Context: an optimization exercise on an open-source flow, tuned for small area, a short achievable clock period and few clock cycles per item. The choices shown serve that exercise and are no tape-out recipe. Function was checked by simulation only, so behaviour that the tests miss may differ from the original.

## run 1
==> flow/design.v <==
module g_a21oi(input A1, A2, B1, output Y);
    assign Y = (~A1&~B1) | (~A2&~B1);
endmodule
module g_a32oi(input A1, A2, A3, B1, B2, output Y);
    assign Y = (~A1&~B1) | (~A1&~B2) | (~A2&~B1) | (~A3&~B1) | (~A2&~B2) | (~A3&~B2);
endmodule
module g_clkinv(input A, output Y);
    assign Y = (~A);
endmodule
module g_nand2(input A, B, output Y);
    assign Y = (~A) | (~B);
endmodule
module g_nand2b(input A_N, B, output Y);
    assign Y = (A_N) | (~B);
endmodule
module g_nor2(input A, B, output Y);
    assign Y = (~A&~B);
endmodule
module g_o21ai(input A1, A2, B1, output Y);
    assign Y = (~A1&~A2) | (~B1);
endmodule
module g_o22ai(input A1, A2, B1, B2, output Y);
    assign Y = (~B1&~B2) | (~A1&~A2);
endmodule
module g_xor2(input A, B, output X);
    assign X = A ^ B;
endmodule
module NibbleSub(
    input [3:0] a,
    output [3:0] b
    );
    wire _00_, _01_, _02_, _03_, _04_, _05_, _06_, _07_, _08_, _09_, _10_, _11_, _12_, _13_;
    g_nand2b u0(.A_N(a[1]), .B(a[3]), .Y(_13_));
    g_clkinv u1(.A(a[0]), .Y(_00_));
    g_nand2 u2(.A(_00_), .B(a[2]), .Y(_01_));
    g_clkinv u3(.A(a[3]), .Y(_02_));
    g_nand2 u4(.A(_02_), .B(a[1]), .Y(_03_));
    g_nor2 u5(.A(_00_), .B(_03_), .Y(_04_));
    g_nand2 u6(.A(_13_), .B(_01_), .Y(_05_));
    g_o22ai u7(.A1(_13_), .A2(_01_), .B1(_04_), .B2(_05_), .Y(b[2]));
    g_nor2 u8(.A(_00_), .B(a[2]), .Y(_06_));
    g_a21oi u9(.A1(_00_), .A2(_13_), .B1(_06_), .Y(_07_));
    g_a21oi u10(.A1(_02_), .A2(a[1]), .B1(_07_), .Y(_08_));
    g_a21oi u11(.A1(a[2]), .A2(_04_), .B1(_08_), .Y(b[0]));
    g_o21ai u12(.A1(_00_), .A2(a[2]), .B1(_03_), .Y(_09_));
    g_o22ai u13(.A1(a[3]), .A2(a[2]), .B1(_00_), .B2(a[1]), .Y(_10_));
    g_nor2 u14(.A(_09_), .B(_10_), .Y(_11_));
    g_a21oi u15(.A1(_02_), .A2(_06_), .B1(_11_), .Y(b[3]));
    g_clkinv u16(.A(_05_), .Y(_12_));
    g_a32oi u17(.A1(a[3]), .A2(a[2]), .A3(_05_), .B1(_12_), .B2(_09_), .Y(b[1]));
endmodule
module key_generation(
    input  [15:0] k,
    input  [3:0]  r,
    output [15:0] p
    );
    wire [3:0] p4, p5, p6, p7, q23;
    g_xor2 x0[3:0] (.A(k[15:12]), .B(r),       .X(p4));
    g_xor2 x1[3:0] (.A(p4),       .B(k[11:8]), .X(p5));
    g_xor2 x2[3:0] (.A(p5),       .B(k[7:4]),  .X(p6));
    g_xor2 x3[3:0] (.A(k[7:4]),   .B(k[3:0]),  .X(q23));
    g_xor2 x4[3:0] (.A(p5),       .B(q23),     .X(p7));
    assign p = {p4, p5, p6, p7};
endmodule
module AES_datapath(
    input         load, busy, last,
    input  [15:0] s, t, p,
    input  [3:0]  sk,
    input  [15:0] data_input, input_vector, key,
    output [15:0] s_d, k_d
    );
    function [3:0] x2(input [3:0] a);
        x2 = {a[2:0], 1'b0} ^ {2'b00, a[3], a[3]};
    endfunction
    wire [3:0] u01 = x2(t[15:12] ^ t[11:8]) & {4{~last}};
    wire [3:0] u23 = x2(t[7:4] ^ t[3:0]) & {4{~last}};
    wire [15:0] m = t ^ {u01, u01, u23, u23};
    wire [15:0] kn = p ^ {4{sk}};
    wire        run = load | busy;
    assign k_d = (load ? key : kn) & {16{run}};
    wire [15:0] x = load ? (data_input ^ input_vector) : (busy ? m : s);
    assign s_d = x ^ k_d;
endmodule
module AES(
    input clk,nrst,load,
    input [15:0] data_input,input_vector,key,
    input  [3:0] round_number,
    output [15:0] data_output,
    output finish
    );
    reg [15:0] s, k;
    reg [3:0]  r;
    reg        last, busy, fin;
    wire [3:0] t0, t1, t2, t3;
    NibbleSub ns0(.a(s[15:12]), .b(t0));
    NibbleSub ns1(.a(s[3:0]),   .b(t1));
    NibbleSub ns2(.a(s[7:4]),   .b(t2));
    NibbleSub ns3(.a(s[11:8]),  .b(t3));
    wire [3:0] sk;
    NibbleSub ns4(.a(k[3:0]), .b(sk));
    wire [15:0] p;
    key_generation kp(.k(k), .r(r), .p(p));
    wire [15:0] s_d, k_d;
    AES_datapath dp(.load(load), .busy(busy), .last(last), .s(s), .t({t0, t1, t2, t3}), .sk(sk), .p(p),
                    .data_input(data_input), .input_vector(input_vector), .key(key),
                    .s_d(s_d), .k_d(k_d));
    wire [3:0]  r_d = load ? 4'd1 : r + 4'd1;
    always @(posedge clk) begin
        s    <= s_d;
        k    <= k_d;
        r    <= r_d;
        last <= (r_d == round_number);
    end
    always @(posedge clk or negedge nrst) begin
        if (!nrst) begin
            busy <= 1'b0;
            fin  <= 1'b0;
        end else if (load) begin
            busy <= 1'b1;
            fin  <= 1'b0;
        end else if (busy & last) begin
            busy <= 1'b0;
            fin  <= 1'b1;
        end
    end
    assign data_output = s;
    assign finish = fin;
endmodule
export LEC_CHECK = 0
export CAP_MARGIN = 20
export CORE_MARGIN = 2
export CORE_UTILIZATION = 40
export CTS_BUF_LIST = sky130_fd_sc_hd__clkbuf_2 sky130_fd_sc_hd__clkbuf_4
export SETUP_SLACK_MARGIN = 2.8
export SLEW_MARGIN = 20
export SYNTH_HIERARCHICAL = 1
export SYNTH_MINIMUM_KEEP_SIZE = 0
create_clock -name core_clock -period 5.0 [get_ports {clk}]
standard.sh (not shown) runs the stock make flow with config.mk's settings and CLKGATE_MAP_FILE= SYNTH_SCRIPT=/design/flow/synth_recipe.tcl, a recipe that flattens the netlist after the stock synthesis.
==> flow/flow/run.sh <==
#!/bin/bash
# The standard layout (the standard.sh, standard synthesis included), with the
# ports buffered by plain buffers instead of the delay buffers buffer_ports picks.
set -euo pipefail
export BUFFER_PORTS_ARGS="-buffer_cell sky130_fd_sc_hd__buf_1"
bash standard.sh > standard.log 2>&1
Testbench counts of run 1, summed over its fixed seeds: cycles 1,935, items 192.
Changes in run 2 relative to run 1:
Settings: CTS_BUF_LIST removed (was sky130_fd_sc_hd__clkbuf_2 sky130_fd_sc_hd__clkbuf_4); SETUP_SLACK_MARGIN changed from 2.8 to 3.2.
==> flow/flow/run.sh <==
#!/bin/bash
# The standard layout (the standard.sh, with the standard flow's synthesis script), except:
#  - ports are buffered by plain buffers instead of the delay buffers buffer_ports picks;
#  - ABC maps the logic with flow/abc.script instead of ORFS's abc_speed.script
#    (a copy of ORFS's scripts folder with only that file replaced).
set -euo pipefail
cp -r "$FLOW_HOME/scripts" scripts_abc
cp flow/abc.script scripts_abc/abc_speed.script
export SCRIPTS_DIR="$PWD/scripts_abc"
export BUFFER_PORTS_ARGS="-buffer_cell sky130_fd_sc_hd__buf_1"
bash standard.sh > standard.log 2>&1
==> flow/flow/abc.script (new file) <==
&get -n
&st
&dch
&nf
&st
&syn2
&if -g -K 6
&synch2
&nf
&st
&syn2
&if -g -K 6
&synch2
&nf
&st
&syn2
&if -g -K 6
&synch2
&nf
&st
&syn2
&if -g -K 6
&synch2
&nf
&st
&syn2
&if -g -K 6
&synch2
&nf
&put
topo
stime -c
dnsize -c
==> comparison <==
In run 2 relative to run 1, count of multi-input gates had gone up slightly.
Going from run 1 to run 2, fmax picked up an extra about 6.5%; post-synth net total has decreased.
diff inputs: run 2 => run 3
Settings: an added CTS_BUF_LIST of sky130_fd_sc_hd__clkbuf_4; a change of SETUP_SLACK_MARGIN from 3.2 to 2.9.
==> flow/flow/run.sh <==
#!/bin/bash
# The standard layout (the standard.sh, standard synthesis included), with the
# ports buffered by plain buffers instead of the delay buffers buffer_ports picks.
set -euo pipefail
export BUFFER_PORTS_ARGS="-buffer_cell sky130_fd_sc_hd__buf_1"
bash standard.sh > standard.log 2>&1
removed: flow/flow/abc.script
Results
Non-clock buffer count (run 2 / run 3): 1.4
Looking at endpoint of the worst setup timing path, the s[6]$_DFF_P_ result is from run 3; the s[2]$_DFF_P_ one comes from run 2.
Sort run 2 and run 3 by global-route wire length before repair desc -> top: run 2
Per the comparison of run 3 with run 2, via count fell 220, number of placement rows rose 1.
Run 3 has minimum period implied by the final worst setup slack above what run 2 had.
Run 3 completed end to end with timing, DRC and antenna clean.
Multi-input combinational cell area went down by more than 10% going from run 2 to run 3.
Delta (run 3 minus run 2): cell count now sits lower.
The net count reported at finish number comes out lower for run 3 vs run 2.
For run 4, these inputs were changed with respect to run 3:
Settings: SETUP_SLACK_MARGIN changed from 2.9 to 2.8; CTS_BUF_LIST removed (was sky130_fd_sc_hd__clkbuf_4).
==> flow/flow/run.sh <==
#!/bin/bash
# The standard layout (the standard.sh, with the standard flow's synthesis script), except:
#  - ports are buffered by plain buffers instead of the delay buffers buffer_ports picks;
#  - ABC maps the logic with flow/abc.script instead of ORFS's abc_speed.script
#    (a copy of ORFS's scripts folder with only that file replaced).
set -euo pipefail
cp -r "$FLOW_HOME/scripts" scripts_abc
cp flow/abc.script scripts_abc/abc_speed.script
export SCRIPTS_DIR="$PWD/scripts_abc"
export BUFFER_PORTS_ARGS="-buffer_cell sky130_fd_sc_hd__buf_1"
bash standard.sh > standard.log 2>&1
==> flow/flow/abc.script (new file) <==
&get -n
&st
&dch
&nf
&st
&syn2
&if -g -K 6
&synch2
&nf
&st
&syn2
&if -g -K 6
&synch2
&nf
&st
&syn2
&if -g -K 6
&synch2
&nf
&st
&syn2
&if -g -K 6
&synch2
&nf
&st
&syn2
&if -g -K 6
&synch2
&nf
&put
topo
stime -c
dnsize -c
--- outcome ---
When the final numbers for run 3 and run 4 were put side by side, the area added between synthesis and finish turned out to be greater in run 4. Run 4 vs run 3 — routability congestion estimate dropped by a little under 10%. The initial cell density of the core of run 3 and that of run 4 are within noise of each other. Compared with run 3, area inside the core boundary in run 4 decreased by a little under 10%. In the tables for run 3 and run 4, routed wire length reads lower with run 4. Higher maximum frequency among run 3 and run 4: run 3.
> inputs changed (run 4 -> run 5)
Settings: swapping 40 for 75 in CORE_UTILIZATION.
==> flow/flow/run.sh <==
#!/bin/bash
# The standard layout (the standard.sh, standard synthesis included), with the
# ports buffered by plain buffers instead of the delay buffers buffer_ports picks.
set -euo pipefail
export BUFFER_PORTS_ARGS="-buffer_cell sky130_fd_sc_hd__buf_1"
bash standard.sh > standard.log 2>&1
removed: flow/flow/abc.script
- Length of routed met2 wiring of run 5 exceeds that of run 4 by more than 10%.
- [run 5] non-clock buffer count rose 6.9% relative to run 4
- Diff run 4..run 5 | top-level I/O count | unchanged
- Looking at initial core utilization, run 5 sits 36 points above run 4.
- Of run 5 and run 4, it is run 5 that has the lower simple-gate share of the synthesized area.

---

## fjord
// AES: RTL as listed in full above, without the edits since
clock: 5.0 ns
lec_check: 0
cap_margin: 20
core_margin: 2
core_utilization: 40
setup_slack_margin: 2.8
slew_margin: 20
synth_hierarchical: 1
synth_minimum_keep_size: 0
==> flow/flow/run.sh <==
#!/bin/bash
# The standard layout (the standard.sh, with the standard flow's synthesis script), except:
#  - ports are buffered by plain buffers instead of the delay buffers buffer_ports picks;
#  - ABC maps the logic with flow/abc.script instead of ORFS's abc_speed.script
#    (a copy of ORFS's scripts folder with only that file replaced).
set -euo pipefail
cp -r "$FLOW_HOME/scripts" scripts_abc
cp flow/abc.script scripts_abc/abc_speed.script
export SCRIPTS_DIR="$PWD/scripts_abc"
export BUFFER_PORTS_ARGS="-buffer_cell sky130_fd_sc_hd__buf_1"
bash standard.sh > standard.log 2>&1
==> flow/flow/abc.script <==
&get -n
&st
&dch
&nf
&st
&syn2
&if -g -K 6
&synch2
&nf
&st
&syn2
&if -g -K 6
&synch2
&nf
&st
&syn2
&if -g -K 6
&synch2
&nf
&st
&syn2
&if -g -K 6
&synch2
&nf
&st
&syn2
&if -g -K 6
&synch2
&nf
&put
buffer -c
topo
stime -c
dnsize -c
Testbench counts of fjord, summed over its fixed seeds: cycles 1,935, items 192.
The inputs of onyx differ from those of fjord as listed below.
Settings: SETUP_SLACK_MARGIN changed from 2.8 to 2.9.
==> flow/flow/run.sh <==
#!/bin/bash
# The standard layout (the standard.sh, standard synthesis included), with the
# ports buffered by plain buffers instead of the delay buffers buffer_ports picks.
set -euo pipefail
export BUFFER_PORTS_ARGS="-buffer_cell sky130_fd_sc_hd__buf_1"
bash standard.sh > standard.log 2>&1
removed: flow/flow/abc.script
==> notes.md <==
- Across both runs, final period demand of the worst path was lower for onyx than for fjord.
- A standard cell with the maximum stage delay on the critical path of sky130_fd_sc_hd__dfxtp_1 is what fjord shows, while sky130_fd_sc_hd__dfxtp_2 belongs to onyx.
- Summary: with fjord as the reference, tap cell instance count in onyx moved up by more than 10%.
- All of onyx and fjord finish clean.
- From onyx to fjord, number of sinks driven by the clock tree did not move at all.
--- input diff onyx..pepper ---
Settings: a change of SETUP_SLACK_MARGIN from 2.9 to 2.8; an added CTS_BUF_LIST of sky130_fd_sc_hd__clkbuf_4.
### Flow results
pepper: all stages complete, timing, DRC and antenna checks passed
Taking onyx as the reference, in pepper global routing met1 resource utilization now sits lower; worst setup slack after layout down 49 ps.
Of the two values seen for destination of the critical timing path, s[8]$_DFF_P_ was produced by pepper and s[10]$_DFF_P_ by onyx.
The following lists how amber was set up differently from pepper:
Settings: CTS_BUF_LIST: sky130_fd_sc_hd__clkbuf_4 -> unset; SETUP_SLACK_MARGIN: 2.8 -> 2.85.
### Flow results
- Between amber and pepper, it is amber whose flip-flop and latch share of the layout cell area is lower, by 0.74 points.
- amber vs. pepper: time the final worst path needs with I/O delays and setup went down by 9.7 ps.
- Going from pepper to amber, met2 layer usage reported by global route grows by 0.41 points.
Inputs modified between amber and lagoon:
Settings: SETUP_SLACK_MARGIN now 2.8, was 2.85; CORE_UTILIZATION now 60, was 40.
==> comparison <==
Comparing amber with lagoon, the clock latency reported for the late side of the worst-skew pair came out essentially unchanged. In the metrics for lagoon and amber, the one carrying the lower data arrival time of the critical path is amber. lagoon vs amber, utilization went up by 21 points. Sort lagoon and amber by overall die height asc -> top: lagoon.
[inputs] violet vs lagoon
Settings: CORE_UTILIZATION now 40, was 60; SETUP_SLACK_MARGIN now 3.0, was 2.8.
==> flow/flow/run.sh <==
#!/bin/bash
# The standard layout (the standard.sh, with the standard flow's synthesis script), except:
#  - ports are buffered by plain buffers instead of the delay buffers buffer_ports picks;
#  - ABC maps the logic with flow/abc.script instead of ORFS's abc_speed.script
#    (a copy of ORFS's scripts folder with only that file replaced).
set -euo pipefail
cp -r "$FLOW_HOME/scripts" scripts_abc
cp flow/abc.script scripts_abc/abc_speed.script
export SCRIPTS_DIR="$PWD/scripts_abc"
export BUFFER_PORTS_ARGS="-buffer_cell sky130_fd_sc_hd__buf_1"
bash standard.sh > standard.log 2>&1
==> flow/flow/abc.script (new file) <==
&get -n
&st
&dch
&nf
&st
&syn2
&if -g -K 6
&synch2
&nf
&st
&syn2
&if -g -K 6
&synch2
&nf
&st
&syn2
&if -g -K 6
&synch2
&nf
&st
&syn2
&if -g -K 6
&synch2
&nf
&st
&syn2
&if -g -K 6
&synch2
&nf
&put
topo
stime -c
dnsize -c
--- outcome ---
violet vs lagoon, area used by multi-input combinational logic went up by 180 µm².
Met2 demand-to-capacity share in global routing (higher): lagoon
Compared with lagoon, violet improves clock period minus final worst setup slack.

==> separate check: timing with driven ports <==
The results above use ideal ports. As a check the final layouts listed here were re-extracted and re-timed, cells and wires unchanged. Step 1, drivers: a clkbuf_16 drives clk and a buf_2 each remaining input, both assumed. Step 2, shift: input delay + t, output delay - t, t = (earliest + latest rising clock arrival at the registers) / 2. This alone moves slack from input paths to output paths. Three values: no drivers, after step 1, after step 2; two values: the first two.
run | shift t [ns] | setup WS [ns] | worst setup path at the end | pins driven straight from the clock port
run 1 | 0.357 | 2.958 / 2.956 / 2.607 | input to register | 1
run 2 | 0.307 | 3.082 / 3.062 / 2.805 | input to register | 1
run 3 | 0.359 | 2.921 / 2.921 / 2.596 | input to register | 1
run 4 | 0.322 | 2.844 / 2.844 / 2.551 | input to register | 1
run 5 | 0.318 | 2.841 / 2.841 / 2.556 | input to register | 1
fjord | 0.313 | 2.866 / 2.866 / 2.639 | input to register | 1
onyx | 0.304 | 3.007 / 3.007 / 2.722 | input to register | 1
pepper | 0.357 | 2.958 / 2.956 / 2.607 | input to register | 1
amber | 0.305 | 2.968 / 2.968 / 2.669 | input to register | 1
lagoon | 0.322 | 2.911 / 2.911 / 2.664 | input to register | 1
violet | 0.323 | 3.060 / 3.060 / 2.765 | input to register | 1
After both steps every run listed still meets setup and hold.
